From an optimization exercise on the open Yosys and OpenROAD flow, aimed at small area, a short achievable clock period and few clock cycles per item; shortcuts taken in it are not production practice. Function was checked by simulation only, so behaviour that the tests miss may differ from the original. Power is estimated from default activity; no workload was simulated.

// top
module top(
    input clk,
    input rst_n,
    input start,
    input Clr,
    output [191:0] C,
    output done,
    output [31:0] mem_address,
    output mem_read,
    input [63:0] mem_readdata,
    input mem_readdatavalid,
    input mem_waitrequest
);
Settings: LEC_CHECK=0, ABC_AREA=1, CAP_MARGIN=20, CORE_MARGIN=2, CORE_UTILIZATION=40, CTS_CLUSTER_DIAMETER=100, CTS_CLUSTER_SIZE=30, SETUP_SLACK_MARGIN=3.5, SLEW_MARGIN=20; clock period 6.0 ns.
standard.sh (not shown) runs the stock make flow with config.mk's settings and CLKGATE_MAP_FILE= SYNTH_SCRIPT=/design/flow/synth_recipe.tcl, a recipe that flattens the netlist after the stock synthesis.
==> flow/flow/run.sh <==
#!/bin/bash
# The standard layout (the standard.sh), with sky130_fd_sc_hd__buf_1 as
# the buffer that buffer_ports puts on every input and output port.
set -o pipefail
export BUFFER_PORTS_ARGS="-buffer_cell sky130_fd_sc_hd__buf_1"
bash standard.sh 2>&1 | tee standard.log
Testbench counts at the start, summed over its fixed seeds: cycles 11,161, items 192.
Rerun with:
--- a/flow/config.mk
+++ b/flow/config.mk
@@ -6,8 +6,8 @@
 export NUM_CORES = 4
 export LEC_CHECK = 0
-export ABC_AREA = 1
 export CAP_MARGIN = 20
 export CORE_MARGIN = 2
-export CORE_UTILIZATION = 40
+export CORE_UTILIZATION = 50
+export CTS_BUF_LIST = sky130_fd_sc_hd__clkbuf_8 sky130_fd_sc_hd__clkbuf_16
 export CTS_CLUSTER_DIAMETER = 100
 export CTS_CLUSTER_SIZE = 30
Result: Power goes down by 1.5%; maximum frequency goes down by 1.0%; worst hold slack got worse by 0.032 ns; via count goes down by 14%; sequential cell count stays the same; first-iteration DRC count goes down by 14%; worst setup slack got worse by 0.026 ns; count of clock-buffer cells in the layout goes down by 9.
Rerun with:
--- a/flow/config.mk
+++ b/flow/config.mk
@@ -8,6 +8,5 @@
 export CAP_MARGIN = 20
 export CORE_MARGIN = 2
-export CORE_UTILIZATION = 50
-export CTS_BUF_LIST = sky130_fd_sc_hd__clkbuf_8 sky130_fd_sc_hd__clkbuf_16
+export CORE_UTILIZATION = 40
 export CTS_CLUSTER_DIAMETER = 100
 export CTS_CLUSTER_SIZE = 30
After rerunning: Worst setup slack hardly moves; non-clock buffer count does not change; final area increases by 1.4%; sequential power increases by about 0.8%; count of clock-buffer cells in the layout increases by 10; routed wire length increases by about 3%; utilization decreases by 11 points; sequential cell count stays the same; register-to-register slack barely changes; total power increases by about 2.5%.
Rerun with:
--- a/flow/config.mk
+++ b/flow/config.mk
@@ -11,4 +11,4 @@
 export CTS_CLUSTER_DIAMETER = 100
 export CTS_CLUSTER_SIZE = 30
-export SETUP_SLACK_MARGIN = 3.5
+export SETUP_SLACK_MARGIN = 3.6
 export SLEW_MARGIN = 20
- first-iteration DRC count goes down by 12%
- setup slack gains 0.038 ns
- die area does not change
- power is about the same
- wire length goes up by 1.6%
- count of clock-buffer cells in the layout goes down by 4
- critical path depth is unchanged
- hold slack gets better by 0.0046 ns
- sequential power goes up by about 0.8%

build 62:
top, a different RTL version from the one above (not shown whole).
Size: roughly 1800 cells after synthesis, ~440 flip-flops, ~19000 µm² of cells after synthesis.
Settings: LEC_CHECK=0, CAP_MARGIN=20, CORE_MARGIN=2, CORE_UTILIZATION=40, SLEW_MARGIN=20; clock period 6.0 ns.
run.sh (not shown) runs the stock make flow with config.mk's settings and CLKGATE_MAP_FILE= SYNTH_SCRIPT=/design/flow/synth_recipe.tcl, a recipe that flattens the netlist after the stock synthesis.
Stock flow here: none of the scripts above is used.
Testbench counts of build 62, summed over its fixed seeds: cycles 14,956, items 192.
For build 41, these inputs were changed with respect to build 62:
==> flow/flow/run.sh (new file) <==
#!/bin/bash
# The standard layout (the standard.sh), with sky130_fd_sc_hd__buf_1 as
# the buffer that buffer_ports puts on every input and output port.
set -o pipefail
export BUFFER_PORTS_ARGS="-buffer_cell sky130_fd_sc_hd__buf_1"
bash standard.sh 2>&1 | tee standard.log
==> flow/standard.sh (new file) <==
#!/bin/bash
# synth_recipe.tcl (not shown) runs the flow's synth.tcl, then flattens the netlist and writes it again
# the make line also repeats each setting of config.mk as NAME=value (left out here)
make -C /OpenROAD-flow-scripts/flow DESIGN_CONFIG=/design/flow/config.mk WORK_HOME=/design/flow/orfs CLKGATE_MAP_FILE= SYNTH_SCRIPT=/design/flow/synth_recipe.tcl "${@:-finish}"
--- a/flow/config.mk
+++ b/flow/config.mk
@@ -10,0 +11 @@
+export SETUP_SLACK_MARGIN = 3.5
removed: flow/run.sh
==> comparison <==
In the metrics for build 62 and build 41, the one carrying the higher power share of the combinational group is build 41. Max post-CTS setup-driven buffer insertion count across build 62 and build 41: build 41. Note that the timing-limited maximum frequency recorded for build 41 amounts to 1.20 times the value seen in build 62.
Edits applied to the flow inputs when going from build 41 to build 84:
--- a/flow/config.mk
+++ b/flow/config.mk
@@ -10,0 +11 @@
+export CTS_BUF_LIST = sky130_fd_sc_hd__clkbuf_4
- Of build 41 and build 84, the higher part of the power in the clock network belongs to build 41.
- Summary: with build 41 as the reference, first-pass GRT wire length in build 84 moved up by more than 10%.
- [build 84] maximum clock skew at final layout rose 0.056 ns relative to build 41
- Compared to build 41, build 84 shows a narrower setup margin.

what the ideal ports hide:
The flow's constraints put no driver on any port. The routed layouts listed below were extracted and timed again, unchanged, in two steps. Step 1, drivers: a clkbuf_16 drives clk and a buf_2 each remaining input, both assumed. Step 2 moves the port delays by t, midway between the first and last clock arrival at a register: inputs arrive t later, outputs are due t later. That takes back most of the time a late clock gives input paths. Three values: no drivers, after step 1, after step 2; two values: the first two.
run | t (ns) | slack for setup (ns) | worst setup path after step 2 | pins driven straight from the clock port
the first run of note 1 | 0.641 | 3.527 / 3.466 / 3.078 | input to register | 1
the second run of note 1 | 0.613 | 3.501 / 3.495 / 2.983 | input to register | 1
the third run of note 1 | 0.628 | 3.500 / 3.499 / 3.058 | input to register | 1
the fourth run of note 1 | 0.611 | 3.538 / 3.538 / 3.128 | input to register | 1
build 62 | 0.633 | 2.838 / 2.838 / 2.539 | input to register | 1
build 41 | 0.633 | 3.364 / 3.364 / 3.003 | input to register | 1
build 84 | 0.918 | 3.235 / 3.185 / 2.684 | input to register | 1
After both steps every run listed still meets setup and hold. For build 84, which loses most, drivers alone change the setup slack by -0.050 ns; drivers and shift together by -0.551 ns.
